Source: an optimization exercise on an open RTL-to-GDS flow (aim: small area). Production flows keep margins and buffers that such runs may drop.
Only simulation tests tie the RTL to the original design; equivalence was not proved.
Power figures rest on the tool's default switching activity, not on a simulated workload.

==> inputs of 10-04 <==
==> flow/design.v <==
module poly_unit(clk, resetn, go, data_in, data_result, hex0, hex1);
    input clk;
    input resetn;
    input go;
    input [7:0] data_in;
    output reg [7:0] data_result;
    output [6:0] hex0, hex1;
    reg [3:0] st;
    reg [7:0] a, r2, r3, q;
    wire [7:0] y;
    wire cyc  = st[3];
    wire cyc0 = st == 4'd8;
    wire cyc4 = st[3] & st[2];
    wire sh   = ~st[3] & ~st[0] & go;      
    wire ldx  = st[2] & st[1];             
    wire adv  = cyc | (st[0] ^ go);
    always @(posedge clk) begin
        if (!resetn)
            st <= 4'd0;
        else if (cyc4)
            st <= 4'd0;
        else if (adv)
            st <= st + 4'd1;
    end
    always @(posedge clk) begin
        if (sh) begin
            q  <= data_in;
            r3 <= q;
        end
        if (sh | cyc)
            r2 <= r3;
        if (sh | cyc0)
            a <= (ldx | cyc) ? y : 8'd0;
    end
    always @(posedge clk) begin
        if (!resetn)
            data_result <= 8'd0;
        else if (cyc4)
            data_result <= y;
    end
    mac8 u_mac(.m(a), .q(q), .k(r2), .y(y));
    hex7 h0(.h(data_result[3:0]), .s(hex0));
    hex7 h1(.h(data_result[7:4]), .s(hex1));
endmodule
module hex7(input [3:0] h, output [6:0] s);
    wire [15:0] t0 = 16'h2812, t1 = 16'hd860, t2 = 16'hd004, t3 = 16'h8692,
                t4 = 16'h02ba, t5 = 16'h208e, t6 = 16'h1083;
    assign s = {t6[h], t5[h], t4[h], t3[h], t2[h], t1[h], t0[h]};
endmodule
module mac8(input [7:0] m, input [7:0] q, input [7:0] k, output [7:0] y);
    wire p1, p2, p3, p4, p5, p6, p7, p8, p9, p10, p11, p12, p13, p14, p15, p16, p17, p18, p19, p20, p21, p22, p23, p24, p25, p26, p27, p28, p29, p30, p31, p32, p33, p34, p35, p36, s37, c38, s39, c40, s41, c42, s43, c44, s45, c46, s47, c48, s49, c50, s51, c52, s53, c54, s55, c56, s57, c58, s59, c60, s61, c62, s63, c64, s65, c66, s67, c68, s69, c70, s71, c72, s73, c74, s75, c76, s77, c78, s79, c80, s81, c82, s83, c84, s85, c86, s87, c88, s89, c90, s91, c92, x93, x94, x95, x96, x97, x98, x99, x100, x101, x102, x103, x104, x105, x106, x107;
    assign p1 = m[0] & q[0];
    assign p2 = m[1] & q[0];
    assign p3 = m[2] & q[0];
    assign p4 = m[3] & q[0];
    assign p5 = m[4] & q[0];
    assign p6 = m[5] & q[0];
    assign p7 = m[6] & q[0];
    assign p8 = m[7] & q[0];
    assign p9 = m[0] & q[1];
    assign p10 = m[1] & q[1];
    assign p11 = m[2] & q[1];
    assign p12 = m[3] & q[1];
    assign p13 = m[4] & q[1];
    assign p14 = m[5] & q[1];
    assign p15 = m[6] & q[1];
    assign p16 = m[0] & q[2];
    assign p17 = m[1] & q[2];
    assign p18 = m[2] & q[2];
    assign p19 = m[3] & q[2];
    assign p20 = m[4] & q[2];
    assign p21 = m[5] & q[2];
    assign p22 = m[0] & q[3];
    assign p23 = m[1] & q[3];
    assign p24 = m[2] & q[3];
    assign p25 = m[3] & q[3];
    assign p26 = m[4] & q[3];
    assign p27 = m[0] & q[4];
    assign p28 = m[1] & q[4];
    assign p29 = m[2] & q[4];
    assign p30 = m[3] & q[4];
    assign p31 = m[0] & q[5];
    assign p32 = m[1] & q[5];
    assign p33 = m[2] & q[5];
    assign p34 = m[0] & q[6];
    assign p35 = m[1] & q[6];
    assign p36 = m[0] & q[7];
    assign s37 = k[0] ^ p1;
    assign c38 = k[0] & p1;
    assign s39 = k[1] ^ p2 ^ p9;
    assign c40 = (k[1] & p2) | (p9 & (k[1] ^ p2));
    assign s41 = c38 ^ s39;
    assign c42 = c38 & s39;
    assign s43 = k[2] ^ p10 ^ p16;
    assign c44 = (k[2] & p10) | (p16 & (k[2] ^ p10));
    assign s45 = p3 ^ c40 ^ s43;
    assign c46 = (p3 & c40) | (s43 & (p3 ^ c40));
    assign s47 = c42 ^ s45;
    assign c48 = c42 & s45;
    assign s49 = k[3] ^ p11 ^ p17;
    assign c50 = (k[3] & p11) | (p17 & (k[3] ^ p11));
    assign s51 = p22 ^ p4 ^ c44;
    assign c52 = (p22 & p4) | (c44 & (p22 ^ p4));
    assign s53 = s49 ^ c46 ^ s51;
    assign c54 = (s49 & c46) | (s51 & (s49 ^ c46));
    assign s55 = c48 ^ s53;
    assign c56 = c48 & s53;
    assign s57 = k[4] ^ p12 ^ p18;
    assign c58 = (k[4] & p12) | (p18 & (k[4] ^ p12));
    assign s59 = p23 ^ p27 ^ p5;
    assign c60 = (p23 & p27) | (p5 & (p23 ^ p27));
    assign s61 = c50 ^ s57 ^ s59;
    assign c62 = (c50 & s57) | (s59 & (c50 ^ s57));
    assign s63 = c52 ^ s61 ^ c54;
    assign c64 = (c52 & s61) | (c54 & (c52 ^ s61));
    assign s65 = c56 ^ s63;
    assign c66 = c56 & s63;
    assign s67 = k[5] ^ p13 ^ p19;
    assign c68 = (k[5] & p13) | (p19 & (k[5] ^ p13));
    assign s69 = p24 ^ p28 ^ p31;
    assign c70 = (p24 & p28) | (p31 & (p24 ^ p28));
    assign s71 = p6 ^ c58 ^ c60;
    assign c72 = (p6 & c58) | (c60 & (p6 ^ c58));
    assign s73 = s67 ^ s69 ^ c62;
    assign c74 = (s67 & s69) | (c62 & (s67 ^ s69));
    assign s75 = s71 ^ s73 ^ c64;
    assign c76 = (s71 & s73) | (c64 & (s71 ^ s73));
    assign s77 = c66 ^ s75;
    assign c78 = c66 & s75;
    assign s79 = k[6] ^ p14 ^ p20;
    assign c80 = (k[6] & p14) | (p20 & (k[6] ^ p14));
    assign s81 = p25 ^ p29 ^ p32;
    assign c82 = (p25 & p29) | (p32 & (p25 ^ p29));
    assign s83 = p34 ^ p7 ^ c68;
    assign c84 = (p34 & p7) | (c68 & (p34 ^ p7));
    assign s85 = c70 ^ s79 ^ s81;
    assign c86 = (c70 & s79) | (s81 & (c70 ^ s79));
    assign s87 = c72 ^ s83 ^ s85;
    assign c88 = (c72 & s83) | (s85 & (c72 ^ s83));
    assign s89 = c74 ^ s87 ^ c76;
    assign c90 = (c74 & s87) | (c76 & (c74 ^ s87));
    assign s91 = c78 ^ s89;
    assign c92 = c78 & s89;
    assign x93 = k[7] ^ p15;
    assign x94 = p21 ^ p26;
    assign x95 = p30 ^ p33;
    assign x96 = p35 ^ p36;
    assign x97 = p8 ^ x93;
    assign x98 = x94 ^ x95;
    assign x99 = x96 ^ c80;
    assign x100 = c82 ^ x97;
    assign x101 = x98 ^ x100;
    assign x102 = x99 ^ c84;
    assign x103 = c86 ^ x101;
    assign x104 = x102 ^ x103;
    assign x105 = c88 ^ x104;
    assign x106 = x105 ^ c90;
    assign x107 = c92 ^ x106;
    assign y = {x107, s91, s77, s65, s55, s47, s41, s37};
endmodule
==> flow/flow/run.sh <==
#!/bin/bash
# The standard layout (standard.sh) with these changes to how it is made:
#  - synthesis is the standard flow's own script (synth_recipe.tcl) with two changes:
#    Yosys's synth also skips its quick ABC pass (-noabc, besides -nofsm
#    -noshare), and the final ABC technology mapping runs
#    flow/abc_area.script, an area-oriented script. Registers are mapped
#    before ABC, so they are the standard synthesis's.
#  - the port buffers are sky130_fd_sc_hd__buf_1;
#  - the clock tree uses clkbuf_4 in clusters of at most 8 sinks, with no
#    dummy loads.
# Each tool's output goes to a log of its own in this folder.
set -euo pipefail
work=$(pwd)
{
  echo 'proc synth {args} { yosys synth -nofsm -noshare -noabc {*}$args }'
  cat <<TCL
proc abc {args} {
  set i [lsearch -exact \$args -script]
  if { \$i >= 0 } {
    set args [lreplace \$args \$i [expr {\$i + 1}] -script $work/flow/abc_area.script]
  }
  yosys abc {*}\$args
}
TCL
  # synth_recipe.tcl without its first line, the proc synth replaced above
  head -1 "$work/synth_recipe.tcl" | grep -q '^proc synth ' || { echo "unexpected synth_recipe.tcl" >&2; exit 1; }
  tail -n +2 "$work/synth_recipe.tcl"
} > "$work/area_synth.tcl"
args=("SYNTH_SCRIPT=$work/area_synth.tcl"
      "BUFFER_PORTS_ARGS=-buffer_cell sky130_fd_sc_hd__buf_1"
      "CTS_ARGS=-sink_clustering_enable -repair_clock_nets -dont_use_dummy_load -sink_clustering_size 8 -buf_list sky130_fd_sc_hd__clkbuf_4")
bash standard.sh "${args[@]}" synth > synth.log 2>&1
bash standard.sh "${args[@]}" finish > layout.log 2>&1
==> flow/flow/abc_area.script <==
strash
dch -f
map -a
mfs2
strash
dch -f
map -a
topo
==> flow/standard.sh <==
#!/bin/bash
# synth_recipe.tcl (not shown) runs the flow's synth.tcl, then flattens the netlist and writes it again
# the make line also repeats each setting of config.mk as NAME=value (left out here)
make -C /OpenROAD-flow-scripts/flow DESIGN_CONFIG=/design/flow/config.mk WORK_HOME=/design/flow/orfs CLKGATE_MAP_FILE= SYNTH_SCRIPT=/design/flow/synth_recipe.tcl "${@:-finish}"
==> flow/config.mk <==
export PLATFORM = sky130hd
export DESIGN_NAME = poly_unit
export DESIGN_NICKNAME = poly_unit
export VERILOG_FILES = /design/flow/design.v
export SDC_FILE = /design/flow/constraint.sdc
export NUM_CORES = 4
export LEC_CHECK = 0
export CAP_MARGIN = 20
export CORE_MARGIN = 2
export CORE_UTILIZATION = 60
export SLEW_MARGIN = 20
==> flow/constraint.sdc <==
create_clock -name core_clock -period 6.0 [get_ports {clk}]
set_input_delay 1.2000 -clock core_clock [delete_from_list [all_inputs] [get_ports {clk}]]
set_output_delay 1.2000 -clock core_clock [all_outputs]
set_load 0.01 [all_outputs]
==> 07-01 (differences from 10-04) <==
==> flow/design.v, changed modules only <==
module poly_unit(clk, resetn, go, data_in, data_result, hex0, hex1);
    input clk;
    input resetn;
    input go;
    input [7:0] data_in;
    output reg [7:0] data_result;
    output [6:0] hex0, hex1;
    reg [3:0] st;
    reg [7:0] a, r2, r3;
    wire [7:0] y;
    wire cyc  = st[3];
    wire cyc4 = st[3] & st[2];
    wire sh   = ~st[3] & ~st[0] & go;      
    wire adv  = cyc | (st[0] ^ go);
    always @(posedge clk) begin
        if (!resetn)
            st <= 4'd0;
        else if (cyc4)
            st <= 4'd0;
        else if (adv)
            st <= st + 4'd1;
    end
    always @(posedge clk) begin
        if (sh) begin
            r3 <= data_in;
            r2 <= r3;
            a  <= st[2] ? y : 8'd0;        
        end
    end
    always @(posedge clk) begin
        if (!resetn)
            data_result <= 8'd0;
        else if (cyc4)
            data_result <= y;
    end
    mac8 u_mac(.m(a), .q(cyc ? r3 : data_in), .k(r2), .y(y));
    hex7 h0(.h(data_result[3:0]), .s(hex0));
    hex7 h1(.h(data_result[7:4]), .s(hex1));
endmodule
module hex7(input [3:0] h, output [6:0] s);
    wire _00_, _01_, _02_, _03_, _04_, _05_, _06_, _07_, _08_, _09_, _10_, _11_, _12_, _13_, _14_, _15_, _16_, _17_, _18_, _19_, _20_, _21_, _22_, _23_, _24_, _25_, _26_, _27_, _28_, _29_, _30_, _31_, _32_, _33_, _34_, _35_, _36_, _37_, _38_;
    assign _00_ = (~h[2]);
    assign _01_ = (~h[3]);
    assign _02_ = (~h[1]&~h[0]);
    assign _03_ = (~h[1]) | (~h[0]);
    assign _04_ = (~_00_) | (~_03_);
    assign _05_ = (~_02_&~_04_);
    assign _06_ = (~_00_&~h[1]);
    assign _07_ = (~_01_&~_06_);
    assign _08_ = (~_01_&~_07_) | (~_06_&~_07_);
    assign s[5] = (h[0]&_08_) | (_05_&_08_);
    assign _09_ = (~_01_&~_05_);
    assign _10_ = (~h[0]&~_06_);
    assign _11_ = (~h[0]&~_10_) | (~_04_&~_10_);
    assign _12_ = (~h[3]&~_11_);
    assign s[3] = (~_09_&~_12_) | (~_00_&~_03_);
    assign _13_ = (~_02_&~s[3]);
    assign _14_ = (~_01_&~s[5]);
    assign s[2] = (_05_&_12_) | (h[2]&_14_);
    assign _15_ = (~_13_&~s[2]);
    assign s[1] = (~s[5]&~_15_);
    assign s[4] = (~_09_&~_10_);
    assign s[6] = (~_13_&_08_);
    assign s[0] = (~_03_&~h[2]&~_12_) | (~_03_&~_14_&~_12_) | (~_14_&~h[2]&~_12_) | (~_14_&~_14_&~_12_);
endmodule
--- a/flow/flow/run.sh
+++ b/flow/flow/run.sh
@@ -2,9 +2,10 @@
 # The standard layout (standard.sh) with these changes to how it is made:
 #  - synthesis is the standard flow's own script (synth_recipe.tcl) with two changes:
 #    Yosys's synth also skips its quick ABC pass (-noabc, besides -nofsm
-#    -noshare), and the final ABC technology mapping runs
-#    flow/abc_area.script, an area-oriented script. Registers are mapped
-#    before ABC, so they are the standard synthesis's.
+#    -noshare), extract_fa extracts only full adders (-fa), and the final
+#    ABC technology mapping runs flow/abc_area.script, an area-oriented
+#    script. Registers are mapped before ABC, so they are the standard
+#    synthesis's.
 #  - the port buffers are sky130_fd_sc_hd__buf_1;
 #  - the clock tree uses clkbuf_4 in clusters of at most 8 sinks, with no
 #    dummy loads.
@@ -14,6 +15,7 @@
 {
   echo 'proc synth {args} { yosys synth -nofsm -noshare -noabc {*}$args }'
   cat <<TCL
+proc extract_fa {args} { yosys extract_fa -fa {*}\$args }
 proc abc {args} {
   set i [lsearch -exact \$args -script]
   if { \$i >= 0 } {
==> flow/flow/abc_area.script (replaced) <==
strash
dch -f
map -a
mfs2
strash
dch -f
map -a
mfs2
strash
dch -f
amap
==> 11-03 (differences from 10-04) <==
==> flow/design.v, changed modules only <==
module poly_unit(clk, resetn, go, data_in, data_result, hex0, hex1);
    input clk;
    input resetn;
    input go;
    input [7:0] data_in;
    output reg [7:0] data_result;
    output [6:0] hex0, hex1;
    reg [3:0] st;
    reg [7:0] a, r2, r3;
    wire [7:0] y;
    wire cyc  = st[3];
    wire cyc4 = st[3] & st[2];
    wire sh   = ~st[3] & ~st[0] & go;      
    wire adv  = cyc | (st[0] ^ go);
    always @(posedge clk) begin
        if (!resetn)
            st <= 4'd0;
        else if (cyc4)
            st <= 4'd0;
        else if (adv)
            st <= st + 4'd1;
    end
    always @(posedge clk) begin
        if (sh) begin
            r3 <= data_in;
            r2 <= r3;
            a  <= st[2] ? y : 8'd0;        
        end
    end
    always @(posedge clk) begin
        if (!resetn)
            data_result <= 8'd0;
        else if (cyc4)
            data_result <= y;
    end
    mac8 u_mac(.m(a), .q(cyc ? r3 : data_in), .k(r2), .y(y));
    hex7 h0(.h(data_result[3:0]), .s(hex0));
    hex7 h1(.h(data_result[7:4]), .s(hex1));
endmodule
module hex7(input [3:0] h, output [6:0] s);
    wire _00_, _01_, _02_, _03_, _04_, _05_, _06_, _07_, _08_, _09_, _10_, _11_, _12_, _13_, _14_, _15_, _16_, _17_, _18_, _19_, _20_, _21_, _22_, _23_, _24_, _25_, _26_, _27_, _28_, _29_, _30_, _31_, _32_, _33_, _34_, _35_, _36_, _37_, _38_;
    assign _00_ = (~h[2]);
    assign _01_ = (~h[3]);
    assign _02_ = (~h[1]&~h[0]);
    assign _03_ = (~h[1]) | (~h[0]);
    assign _04_ = (~_00_) | (~_03_);
    assign _05_ = (~_02_&~_04_);
    assign _06_ = (~_00_&~h[1]);
    assign _07_ = (~_01_&~_06_);
    assign _08_ = (~_01_&~_07_) | (~_06_&~_07_);
    assign s[5] = (h[0]&_08_) | (_05_&_08_);
    assign _09_ = (~_01_&~_05_);
    assign _10_ = (~h[0]&~_06_);
    assign _11_ = (~h[0]&~_10_) | (~_04_&~_10_);
    assign _12_ = (~h[3]&~_11_);
    assign s[3] = (~_09_&~_12_) | (~_00_&~_03_);
    assign _13_ = (~_02_&~s[3]);
    assign _14_ = (~_01_&~s[5]);
    assign s[2] = (_05_&_12_) | (h[2]&_14_);
    assign _15_ = (~_13_&~s[2]);
    assign s[1] = (~s[5]&~_15_);
    assign s[4] = (~_09_&~_10_);
    assign s[6] = (~_13_&_08_);
    assign s[0] = (~_03_&~h[2]&~_12_) | (~_03_&~_14_&~_12_) | (~_14_&~h[2]&~_12_) | (~_14_&~_14_&~_12_);
endmodule
--- a/flow/flow/run.sh
+++ b/flow/flow/run.sh
@@ -2,9 +2,11 @@
 # The standard layout (standard.sh) with these changes to how it is made:
 #  - synthesis is the standard flow's own script (synth_recipe.tcl) with two changes:
 #    Yosys's synth also skips its quick ABC pass (-noabc, besides -nofsm
-#    -noshare), and the final ABC technology mapping runs
-#    flow/abc_area.script, an area-oriented script. Registers are mapped
-#    before ABC, so they are the standard synthesis's.
+#    -noshare), extract_fa extracts only full adders (-fa), and the final
+#    ABC technology mapping runs flow/abc_area.script, an area-oriented
+#    script, without the weak _0 cells and clkinv_1, which have same-area
+#    twins. Registers are mapped before ABC, so they are the standard
+#    synthesis's.
 #  - the port buffers are sky130_fd_sc_hd__buf_1;
 #  - the clock tree uses clkbuf_4 in clusters of at most 8 sinks, with no
 #    dummy loads.
@@ -14,10 +16,16 @@
 {
   echo 'proc synth {args} { yosys synth -nofsm -noshare -noabc {*}$args }'
   cat <<TCL
+proc extract_fa {args} { yosys extract_fa -fa {*}\$args }
 proc abc {args} {
   set i [lsearch -exact \$args -script]
   if { \$i >= 0 } {
     set args [lreplace \$args \$i [expr {\$i + 1}] -script $work/flow/abc_area.script]
+  }
+  # weak cells with a same-area _1 (or inv_1) twin: leave them out so that the
+  # placer need not buffer their nets
+  foreach c {o21ai_0 a21boi_0 and2_0 o311ai_0 or2_0 clkinv_1} {
+    lappend args -dont_use sky130_fd_sc_hd__\$c
   }
   yosys abc {*}\$args
 }
==> flow/flow/abc_area.script (replaced) <==
strash
dch -f
amap
mfs2
strash
dch -f
amap
mfs2
strash
dch -f
amap
==> comparison table <==
item                                                                         11-03       07-01       10-04
Status                                            no timing/DRC/antenna violations  no timing/DRC/antenna violations  no timing/DRC/antenna violations
Sequential share of cell area                                               39.47%      38.93%      43.26%
Number of logic stages on the critical path including buffering                 17          14          14
Reg-to-reg setup timing slack                                              1000 ps     1300 ps     1250 ps
Detailed placement HPWL                                                    3473 um     3705 um     3929 um
Transition at the pin with the smallest max-transition slack              865.2 ps    575.7 ps    700.6 ps
Number of vias after detailed routing                                         1786        1853        1824
Routed via count divided by cell count                                       5.616       5.615       5.494
First-pass iteration count of the detailed router                                4           5           4
Rel. slew slack                                                             41.93%      61.62%      52.80%
Clock-pin slew of the registers on the worst-case setup and hold paths      100 ps      110 ps      120 ps
Sw Pwr                                                                    163.4 uW    162.2 uW    186.3 uW
Final std cell area, no fill                                              2435 um2    2469 um2    2776 um2
Final Skew                                                                16.39 ps    24.19 ps    14.10 ps
Category of the most critical setup path                                 in -> reg   in -> reg  reg -> reg
Switching share of power                                                    30.27%      30.57%      29.54%
Overall routed net length                                                  4445 um     4752 um     4822 um
Number of nets produced by synthesis                                           264         272         284
Peak supply drop                                                         0.1708 mV   0.1377 mV   0.1833 mV

## port drivers added, routing unchanged
No port has a modelled driver above. Below, the same layouts with a new extraction and two added sets of constraints. Step 1 (the two cells are an assumption about what drives the block):
set clk [get_ports {clk}]
set_driving_cell -lib_cell sky130_fd_sc_hd__clkbuf_16 $clk
set_driving_cell -lib_cell sky130_fd_sc_hd__buf_2 [delete_from_list [all_inputs] $clk]
Step 2 moves the port delays by t, midway between the first and last clock arrival at a register: inputs arrive t later, outputs are due t later. That takes back most of the time a late clock gives input paths. Three values: ideal, step 1, step 2; two values: the first two.
run	shift t [ns]	setup WS [ns]	worst slew at a driven data input, ns
10-04	0.366	1.254 / 1.254 / 1.254	0.03
07-01	0.354	0.997 / 0.996 / 0.642	0.03
11-03	0.350	0.926 / 0.929 / 0.579	0.03
After both steps every run listed still meets setup and hold. The setup slack of 07-01, which loses most, moves by -0.001 ns with the drivers and by -0.355 ns with both steps.
